This design comes from an exercise in tuning for small area, a short achievable clock period and few clock cycles per item on the open sky130 flow, not from production work. At most, simulation tests tie the RTL to the original design; equivalence was not proved.

## build 11
==> module loop_compact, before the edit <==
module loop_compact(
    input           clk,
    input           rst_n,
    input           input_valid_i,
    input [63:0]    input_block_index_i,
    input [63:0]    din,
    output          input_ready_o,
    output          output_valid_o,
    output [255:0]  dout
    );
    localparam [255:0] SM3_IV    = 256'h7380166f4914b2b9172442d7da8a0600a96f30bc163138aae38dee4db0fb0e4e;
    localparam [31:0]  SM3_T0    = 32'h79cc4519;
    localparam [31:0]  SM3_T1_16 = 32'h9d8a7a87;    
    function [31:0] rotl;
        input [31:0] x;
        input integer n;
        begin
            rotl = (x << n) | (x >> (32 - n));
        end
    endfunction
    function [31:0] p0;
        input [31:0] x;
        begin
            p0 = x ^ rotl(x, 9) ^ rotl(x, 17);
        end
    endfunction
    function [31:0] p1;
        input [31:0] x;
        begin
            p1 = x ^ rotl(x, 15) ^ rotl(x, 23);
        end
    endfunction
    function [31:0] add;
        input [31:0] x;
        input [31:0] y;
        reg   [31:0] g, p, gn, pn;
        integer d, k;
        begin
            g = x & y;
            p = x ^ y;
            for (d = 1; d < 32; d = d * 2) begin
                gn = g;
                pn = p;
                for (k = 0; k < 32; k = k + 1) begin
                    if ((k / d) % 2 == 1) begin
                        gn[k] = g[k] | (p[k] & g[(k/d)*d-1]);
                        pn[k] = p[k] & p[(k/d)*d-1];
                    end
                end
                g = gn;
                p = pn;
            end
            add = (x ^ y) ^ {g[30:0], 1'b0};
        end
    endfunction
    function [31:0] csa_s;
        input [31:0] x;
        input [31:0] y;
        input [31:0] z;
        begin
            csa_s = x ^ y ^ z;
        end
    endfunction
    function [31:0] csa_c;
        input [31:0] x;
        input [31:0] y;
        input [31:0] z;
        begin
            csa_c = {(x[30:0] & y[30:0]) | (x[30:0] & z[30:0]) | (y[30:0] & z[30:0]), 1'b0};
        end
    endfunction
    function [31:0] add3;
        input [31:0] x;
        input [31:0] y;
        input [31:0] z;
        begin
            add3 = add(csa_s(x, y, z), csa_c(x, y, z));
        end
    endfunction
    function [31:0] add4;
        input [31:0] x;
        input [31:0] y;
        input [31:0] u;
        input [31:0] z;
        begin
            add4 = add3(csa_s(x, y, u), csa_c(x, y, u), z);
        end
    endfunction
    reg        run;       
    reg  [5:0] cnt;       
    reg        fin;       
    reg        ovalid;
    reg        idx0;      
    reg        ffsel;     
    wire accept = input_valid_i & input_ready_o;
    wire last   = (cnt == 6'd33);
    assign input_ready_o  = ~run | last;
    assign output_valid_o = ovalid;
    always @(posedge clk or negedge rst_n) begin
        if (~rst_n) begin
            run    <= 1'b0;
            cnt    <= 6'd0;
            fin    <= 1'b0;
            ovalid <= 1'b0;
        end else begin
            fin    <= run & last;
            ovalid <= fin;
            if (accept) begin
                run <= 1'b1;
                cnt <= 6'd0;
            end else begin
                if (last) run <= 1'b0;
                cnt <= cnt + 6'd1;
            end
        end
    end
    reg  [31:0] w [0:15];
    wire [31:0] w16 = p1(w[0] ^ w[7] ^ rotl(w[13], 15)) ^ rotl(w[3], 7) ^ w[10];
    wire [31:0] w17 = p1(w[1] ^ w[8] ^ rotl(w[14], 15)) ^ rotl(w[4], 7) ^ w[11];
    wire        use_exp = run & (cnt >= 6'd7) & (cnt <= 6'd32);
    wire [31:0] in_hi = use_exp ? w16 : din[63:32];
    wire [31:0] in_lo = use_exp ? w17 : din[31:0];
    integer i;
    always @(posedge clk) begin
        for (i = 0; i < 14; i = i + 1) w[i] <= w[i+2];
        w[14] <= in_hi;
        w[15] <= in_lo;
    end
    reg  [31:0] A, B, C, D, E, F, G, H;
    reg  [31:0] V0, V1, V2, V3, V4, V5, V6, V7;
    reg  [31:0] T;        
    wire init = (cnt == 6'd1);    
    wire [255:0] start = idx0 ? SM3_IV : {V0, V1, V2, V3, V4, V5, V6, V7};
    wire [31:0] a12   = rotl(A, 12);
    wire [31:0] ss1a  = rotl(add3(E, T, a12), 7);
    wire [31:0] ss2a  = ss1a ^ a12;
    wire [31:0] ffa   = ffsel ? (A ^ B ^ C) : ((A & B) | (A & C) | (B & C));
    wire [31:0] gga   = ffsel ? (E ^ F ^ G) : ((E & F) | (~E & G));
    wire [31:0] tt1a  = add4(ffa, D, w[10] ^ w[14], ss2a);
    wire [31:0] tt2a  = add4(gga, H, w[10], ss1a);
    wire [31:0] A1 = tt1a, B1 = A, C1 = rotl(B, 9), D1 = C;
    wire [31:0] E1 = p0(tt2a), F1 = E, G1 = rotl(F, 19), H1 = G;
    wire [31:0] b12   = rotl(A1, 12);
    wire [31:0] ss1b  = rotl(add3(rotl(T, 1), b12, E1), 7);
    wire [31:0] ss2b  = ss1b ^ b12;
    wire [31:0] ffb   = ffsel ? (A1 ^ B1 ^ C1) : ((A1 & B1) | (A1 & C1) | (B1 & C1));
    wire [31:0] ggb   = ffsel ? (E1 ^ F1 ^ G1) : ((E1 & F1) | (~E1 & G1));
    wire [31:0] tt1b  = add4(D1, w[11] ^ w[15], ffb, ss2b);
    wire [31:0] tt2b  = add4(H1, w[11], ggb, ss1b);
    always @(posedge clk) begin
        if (accept) idx0 <= (input_block_index_i == 64'd0);
        if (init) begin
            {A, B, C, D, E, F, G, H} <= start;
            T     <= SM3_T0;
            ffsel <= 1'b1;
        end else begin
            A <= tt1b;
            B <= A1;
            C <= rotl(B1, 9);
            D <= C1;
            E <= p0(tt2b);
            F <= E1;
            G <= rotl(F1, 19);
            H <= G1;
            if (cnt == 6'd9) begin
                T     <= SM3_T1_16;
                ffsel <= 1'b0;
            end else begin
                T     <= rotl(T, 2);
            end
        end
        if (init & run)
            {V0, V1, V2, V3, V4, V5, V6, V7} <= start;
        else if (fin)
            {V0, V1, V2, V3, V4, V5, V6, V7} <= {V0 ^ A, V1 ^ B, V2 ^ C, V3 ^ D, V4 ^ E, V5 ^ F, V6 ^ G, V7 ^ H};
    end
    assign dout = {V0, V1, V2, V3, V4, V5, V6, V7};
endmodule
make LEC_CHECK=0 ABC_AREA=1 CAP_MARGIN=20 CORE_MARGIN=2 CORE_UTILIZATION=30 SETUP_SLACK_MARGIN=5 SLEW_MARGIN=20 finish   # period 16.0 ns
run.sh (not shown) runs the stock make flow with config.mk's settings and CLKGATE_MAP_FILE= SYNTH_SCRIPT=/design/flow/synth_recipe.tcl, a recipe that flattens the netlist after the stock synthesis.
### build 11 -> trial 71
--- a/flow/design.v
+++ b/flow/design.v
@@ -170,8 +170,8 @@
             end
         end
-        if (init & run)
-            {V0, V1, V2, V3, V4, V5, V6, V7} <= start;
-        else if (fin)
+        if (fin)
             {V0, V1, V2, V3, V4, V5, V6, V7} <= {V0 ^ A, V1 ^ B, V2 ^ C, V3 ^ D, V4 ^ E, V5 ^ F, V6 ^ G, V7 ^ H};
+        else if (init & run & idx0)
+            {V0, V1, V2, V3, V4, V5, V6, V7} <= SM3_IV;
     end
     assign dout = {V0, V1, V2, V3, V4, V5, V6, V7};
Results
Worst-case hold slack: trial 71 vs build 11 up 0.017 ns
Compared with build 11, trial 71 ends up with less cell area.
Status: detailed-route DRC error count parity (trial 71, build 11)
The most common cell after layout, fill and taps aside comes out nand2_1 in one run and inv_1 in the other, namely in build 11 and trial 71 respectively.
Synthesized area, build 11 and trial 71: lower on trial 71
Compared with build 11, in trial 71 first-iteration DRC count lower, global-route usage closely matched the old numbers.
Testbench counts of trial 71, summed over its fixed seeds: cycles 13,080, items 384.
Function not checked in build 11: the RTL went through the layout flow alone.

The RTL this note starts from:
==> flow/design.v <==
module loop_compact(
    input           clk,
    input           rst_n,
    input           input_valid_i,
    input [63:0]    input_block_index_i,
    input [63:0]    din,
    output          input_ready_o,
    output          output_valid_o,
    output [255:0]  dout
    );
    localparam [255:0] SM3_IV    = 256'h7380166f4914b2b9172442d7da8a0600a96f30bc163138aae38dee4db0fb0e4e;
    localparam [31:0]  SM3_T0    = 32'h79cc4519;
    localparam [31:0]  SM3_T1_16 = 32'h9d8a7a87;    
    function [31:0] rotl;
        input [31:0] x;
        input integer n;
        begin
            rotl = (x << n) | (x >> (32 - n));
        end
    endfunction
    function [31:0] p0;
        input [31:0] x;
        begin
            p0 = x ^ rotl(x, 9) ^ rotl(x, 17);
        end
    endfunction
    function [31:0] p1;
        input [31:0] x;
        begin
            p1 = x ^ rotl(x, 15) ^ rotl(x, 23);
        end
    endfunction
    function [31:0] add;
        input [31:0] x;
        input [31:0] y;
        reg   [31:0] g, p, gn, pn;
        integer d, k;
        begin
            g = x & y;
            p = x ^ y;
            for (d = 1; d < 32; d = d * 2) begin
                gn = g;
                pn = p;
                for (k = 0; k < 32; k = k + 1) begin
                    if ((k / d) % 2 == 1) begin
                        gn[k] = g[k] | (p[k] & g[(k/d)*d-1]);
                        pn[k] = p[k] & p[(k/d)*d-1];
                    end
                end
                g = gn;
                p = pn;
            end
            add = (x ^ y) ^ {g[30:0], 1'b0};
        end
    endfunction
    function [31:0] csa_s;
        input [31:0] x;
        input [31:0] y;
        input [31:0] z;
        begin
            csa_s = x ^ y ^ z;
        end
    endfunction
    function [31:0] csa_c;
        input [31:0] x;
        input [31:0] y;
        input [31:0] z;
        begin
            csa_c = {(x[30:0] & y[30:0]) | (x[30:0] & z[30:0]) | (y[30:0] & z[30:0]), 1'b0};
        end
    endfunction
    function [31:0] add3;
        input [31:0] x;
        input [31:0] y;
        input [31:0] z;
        begin
            add3 = add(csa_s(x, y, z), csa_c(x, y, z));
        end
    endfunction
    function [31:0] add4;
        input [31:0] x;
        input [31:0] y;
        input [31:0] u;
        input [31:0] z;
        begin
            add4 = add3(csa_s(x, y, u), csa_c(x, y, u), z);
        end
    endfunction
    reg        run;       
    reg  [5:0] cnt;       
    reg        fin;       
    reg        ovalid;
    reg        idx0;      
    reg        ffsel;     
    reg        fs_gga;    
    reg        nfs_ffb;   
    reg        nfs_ggb;   
    wire       fs_ffb = ~nfs_ffb;
    wire       fs_ggb = ~nfs_ggb;
    wire accept = input_valid_i & input_ready_o;
    wire last   = (cnt == 6'd33);
    assign input_ready_o  = ~run | last;
    assign output_valid_o = ovalid;
    always @(posedge clk or negedge rst_n) begin
        if (~rst_n) begin
            run    <= 1'b0;
            cnt    <= 6'd0;
            fin    <= 1'b0;
            ovalid <= 1'b0;
        end else begin
            fin    <= run & last;
            ovalid <= fin;
            if (accept) begin
                run <= 1'b1;
                cnt <= 6'd0;
            end else begin
                if (last) run <= 1'b0;
                cnt <= cnt + 6'd1;
            end
        end
    end
    reg  [31:0] nw [0:15];
    wire [31:0] w16 = p1((~nw[0]) ^ (~nw[7]) ^ rotl((~nw[13]), 15)) ^ rotl((~nw[3]), 7) ^ (~nw[10]);
    wire [31:0] w17 = p1((~nw[1]) ^ (~nw[8]) ^ rotl((~nw[14]), 15)) ^ rotl((~nw[4]), 7) ^ (~nw[11]);
    wire        use_exp = run & (cnt >= 6'd7) & (cnt <= 6'd32);
    wire [31:0] in_hi = use_exp ? w16 : din[63:32];
    wire [31:0] in_lo = use_exp ? w17 : din[31:0];
    integer i;
    always @(posedge clk) begin
        for (i = 0; i < 14; i = i + 1) nw[i] <= nw[i+2];
        nw[14] <= ~in_hi;
        nw[15] <= ~in_lo;
    end
    reg  [31:0] nA, nB, nC, nD, nE, nF, nG, nH;    
    wire [31:0] A = ~nA, B = ~nB, C = ~nC, D = ~nD, E = ~nE, F = ~nF, G = ~nG, H = ~nH;
    reg  [31:0] Ad, Ed;
    reg  [31:0] V0, V1, V2, V3, V4, V5, V6, V7;
    reg  [31:0] T;        
    wire init = (cnt == 6'd1);    
    wire [255:0] start = idx0 ? SM3_IV : {V0, V1, V2, V3, V4, V5, V6, V7};
    wire [31:0] a12   = rotl(A, 12);
    wire [31:0] ss1a  = rotl(add3(E, T, a12), 7);
    wire [31:0] ss2a  = ss1a ^ a12;
    wire [31:0] ffa   = ffsel ? (Ad ^ B ^ C) : ((Ad & B) | (Ad & C) | (B & C));
    wire [31:0] gga   = fs_gga ? (Ed ^ F ^ G) : ((Ed & F) | (~Ed & G));
    wire [31:0] tt1a  = add4(ffa, D, (~nw[10]) ^ (~nw[14]), ss2a);
    wire [31:0] tt2a  = add4(gga, H, (~nw[10]), ss1a);
    wire [31:0] A1 = tt1a, B1 = Ad, C1 = rotl(B, 9), D1 = C;
    wire [31:0] E1 = p0(tt2a), F1 = Ed, G1 = rotl(F, 19), H1 = G;
    wire [31:0] b12   = rotl(A1, 12);
    wire [31:0] ss1b  = rotl(add3(rotl(T, 1), b12, E1), 7);
    wire [31:0] ss2b  = ss1b ^ b12;
    wire [31:0] ffb   = fs_ffb ? (A1 ^ B1 ^ C1) : ((A1 & B1) | (A1 & C1) | (B1 & C1));
    wire [31:0] ggb   = fs_ggb ? (E1 ^ F1 ^ G1) : ((E1 & F1) | (~E1 & G1));
    wire [31:0] tt1b  = add4(D1, (~nw[11]) ^ (~nw[15]), ffb, ss2b);
    wire [31:0] tt2b  = add4(H1, (~nw[11]), ggb, ss1b);
    always @(posedge clk) begin
        if (accept) idx0 <= (input_block_index_i == 64'd0);
        fs_gga  <=   (cnt >= 6'd1) & (cnt <= 6'd8);
        nfs_ffb <= ~((cnt >= 6'd1) & (cnt <= 6'd8));
        if (init) begin
            {nA, nB, nC, nD, nE, nF, nG, nH} <= ~start;
            Ad <= start[255:224];
            Ed <= start[127:96];
            T     <= SM3_T0;
            ffsel   <= 1'b1;
            nfs_ggb <= 1'b0;
        end else begin
            nA <= ~tt1b;
            Ad <= tt1b;
            nB <= ~A1;
            nC <= ~rotl(B1, 9);
            nD <= ~C1;
            nE <= ~p0(tt2b);
            Ed <= p0(tt2b);
            nF <= ~E1;
            nG <= ~rotl(F1, 19);
            nH <= ~G1;
            if (cnt == 6'd9) begin
                T     <= SM3_T1_16;
                ffsel   <= 1'b0;
                nfs_ggb <= 1'b1;
            end else begin
                T     <= rotl(T, 2);
            end
        end
        if (fin)
            {V0, V1, V2, V3, V4, V5, V6, V7} <= {V0 ^ A, V1 ^ B, V2 ^ C, V3 ^ D, V4 ^ E, V5 ^ F, V6 ^ G, V7 ^ H};
        else if (init & run & idx0)
            {V0, V1, V2, V3, V4, V5, V6, V7} <= SM3_IV;
    end
    assign dout = {V0, V1, V2, V3, V4, V5, V6, V7};
endmodule
export LEC_CHECK = 0
export ABC_AREA = 1
export CAP_MARGIN = 20
export CORE_MARGIN = 2
export CORE_UTILIZATION = 30
export SETUP_SLACK_MARGIN = 5
export SLEW_MARGIN = 20
create_clock -name core_clock -period 16.0 [get_ports {clk}]
standard.sh (not shown) runs the stock make flow with config.mk's settings and CLKGATE_MAP_FILE= SYNTH_SCRIPT=/design/flow/synth_recipe.tcl, a recipe that flattens the netlist after the stock synthesis.
==> flow/flow/run.sh <==
#!/bin/bash
# Layout: the standard flow (standard.sh, with its synthesis unchanged and
# the settings of config.mk), with two changes to how the layout is made:
#  - the port buffers are buf_1 cells instead of the delay buffers that
#    buffer_ports picks by default (every port still gets its own buffer);
#  - clock tree synthesis clusters up to 20 sinks within 100 um per leaf
#    buffer and inserts no dummy loads.
# The make output goes to standard_flow.log; ORFS keeps each step's full log
# under orfs/logs/.
set -euo pipefail
bash standard.sh \
  "BUFFER_PORTS_ARGS=-buffer_cell sky130_fd_sc_hd__buf_1" \
  "CTS_ARGS=-sink_clustering_enable -repair_clock_nets -sink_clustering_size 20 -sink_clustering_max_diameter 100 -dont_use_dummy_load" \
  finish > standard_flow.log 2>&1
The first run completed with no timing, DRC or antenna violations.
Change:
--- a/flow/design.v
+++ b/flow/design.v
@@ -90,15 +90,10 @@
     reg  [5:0] cnt;       
     reg        fin;       
     reg        ovalid;
     reg        idx0;      
     reg        ffsel;     
-    reg        fs_gga;    
-    reg        nfs_ffb;   
-    reg        nfs_ggb;   
-    wire       fs_ffb = ~nfs_ffb;
-    wire       fs_ggb = ~nfs_ggb;
     wire accept = input_valid_i & input_ready_o;
     wire last   = (cnt == 6'd33);
     assign input_ready_o  = ~run | last;
     assign output_valid_o = ovalid;
     always @(posedge clk or negedge rst_n) begin
@@ -131,57 +126,48 @@
         nw[14] <= ~in_hi;
         nw[15] <= ~in_lo;
     end
     reg  [31:0] nA, nB, nC, nD, nE, nF, nG, nH;    
     wire [31:0] A = ~nA, B = ~nB, C = ~nC, D = ~nD, E = ~nE, F = ~nF, G = ~nG, H = ~nH;
-    reg  [31:0] Ad, Ed;
     reg  [31:0] V0, V1, V2, V3, V4, V5, V6, V7;
     reg  [31:0] T;        
     wire init = (cnt == 6'd1);    
     wire [255:0] start = idx0 ? SM3_IV : {V0, V1, V2, V3, V4, V5, V6, V7};
     wire [31:0] a12   = rotl(A, 12);
     wire [31:0] ss1a  = rotl(add3(E, T, a12), 7);
     wire [31:0] ss2a  = ss1a ^ a12;
-    wire [31:0] ffa   = ffsel ? (Ad ^ B ^ C) : ((Ad & B) | (Ad & C) | (B & C));
-    wire [31:0] gga   = fs_gga ? (Ed ^ F ^ G) : ((Ed & F) | (~Ed & G));
+    wire [31:0] ffa   = ffsel ? (A ^ B ^ C) : ((A & B) | (A & C) | (B & C));
+    wire [31:0] gga   = ffsel ? (E ^ F ^ G) : ((E & F) | (~E & G));
     wire [31:0] tt1a  = add4(ffa, D, (~nw[10]) ^ (~nw[14]), ss2a);
     wire [31:0] tt2a  = add4(gga, H, (~nw[10]), ss1a);
-    wire [31:0] A1 = tt1a, B1 = Ad, C1 = rotl(B, 9), D1 = C;
-    wire [31:0] E1 = p0(tt2a), F1 = Ed, G1 = rotl(F, 19), H1 = G;
+    wire [31:0] A1 = tt1a, B1 = A, C1 = rotl(B, 9), D1 = C;
+    wire [31:0] E1 = p0(tt2a), F1 = E, G1 = rotl(F, 19), H1 = G;
     wire [31:0] b12   = rotl(A1, 12);
     wire [31:0] ss1b  = rotl(add3(rotl(T, 1), b12, E1), 7);
     wire [31:0] ss2b  = ss1b ^ b12;
-    wire [31:0] ffb   = fs_ffb ? (A1 ^ B1 ^ C1) : ((A1 & B1) | (A1 & C1) | (B1 & C1));
-    wire [31:0] ggb   = fs_ggb ? (E1 ^ F1 ^ G1) : ((E1 & F1) | (~E1 & G1));
+    wire [31:0] ffb   = ffsel ? (A1 ^ B1 ^ C1) : ((A1 & B1) | (A1 & C1) | (B1 & C1));
+    wire [31:0] ggb   = ffsel ? (E1 ^ F1 ^ G1) : ((E1 & F1) | (~E1 & G1));
     wire [31:0] tt1b  = add4(D1, (~nw[11]) ^ (~nw[15]), ffb, ss2b);
     wire [31:0] tt2b  = add4(H1, (~nw[11]), ggb, ss1b);
     always @(posedge clk) begin
         if (accept) idx0 <= (input_block_index_i == 64'd0);
-        fs_gga  <=   (cnt >= 6'd1) & (cnt <= 6'd8);
-        nfs_ffb <= ~((cnt >= 6'd1) & (cnt <= 6'd8));
         if (init) begin
             {nA, nB, nC, nD, nE, nF, nG, nH} <= ~start;
-            Ad <= start[255:224];
-            Ed <= start[127:96];
             T     <= SM3_T0;
-            ffsel   <= 1'b1;
-            nfs_ggb <= 1'b0;
+            ffsel <= 1'b1;
         end else begin
             nA <= ~tt1b;
-            Ad <= tt1b;
             nB <= ~A1;
             nC <= ~rotl(B1, 9);
             nD <= ~C1;
             nE <= ~p0(tt2b);
-            Ed <= p0(tt2b);
             nF <= ~E1;
             nG <= ~rotl(F1, 19);
             nH <= ~G1;
             if (cnt == 6'd9) begin
                 T     <= SM3_T1_16;
-                ffsel   <= 1'b0;
-                nfs_ggb <= 1'b1;
+                ffsel <= 1'b0;
             end else begin
                 T     <= rotl(T, 2);
             end
         end
         if (fin)
Synthesized area came out lower by about 3.4%.
Core utilization shrinks by 0.31 points.
Final cell count came out lower by about 2%.
Clock skew rises by 0.015 ns.
Clock-buffer cell count fell by 2.
Die area came out lower by 3.4%.
Worst hold slack is worse by 0.034 ns.
Testbench counts after the change, summed over its fixed seeds: cycles 13,080, items 384.
For the first run of this note, only the layout was checked, not whether the RTL still works.

-- separate check: timing with driven ports --
The flow's constraints put no driver on any port. The routed layouts listed below were extracted and timed again, unchanged, in two steps.
Step 1, drivers: a clkbuf_16 drives clk and a buf_2 each remaining input, both assumed.
Step 2 moves the port delays by t, midway between the first and last clock arrival at a register: inputs arrive t later, outputs are due t later. That takes back most of the time a late clock gives input paths.
Three values: ideal, step 1, step 2; two values: the first two.
run	t (ns)	slack for setup (ns)	worst setup path at the end	worst slew at a driven data input, ns
build 11	0.890	4.479 / 4.479 / 4.479	register to register	0.05
trial 71	0.848	4.589 / 4.589 / 4.589	register to register	0.08
the first run of note 2	0.775	4.152 / 4.152 / 4.152	register to register	0.08
the second run of note 2	0.765	4.472 / 4.472 / 4.472	register to register	0.09
After both steps setup and hold are still met in every run listed.
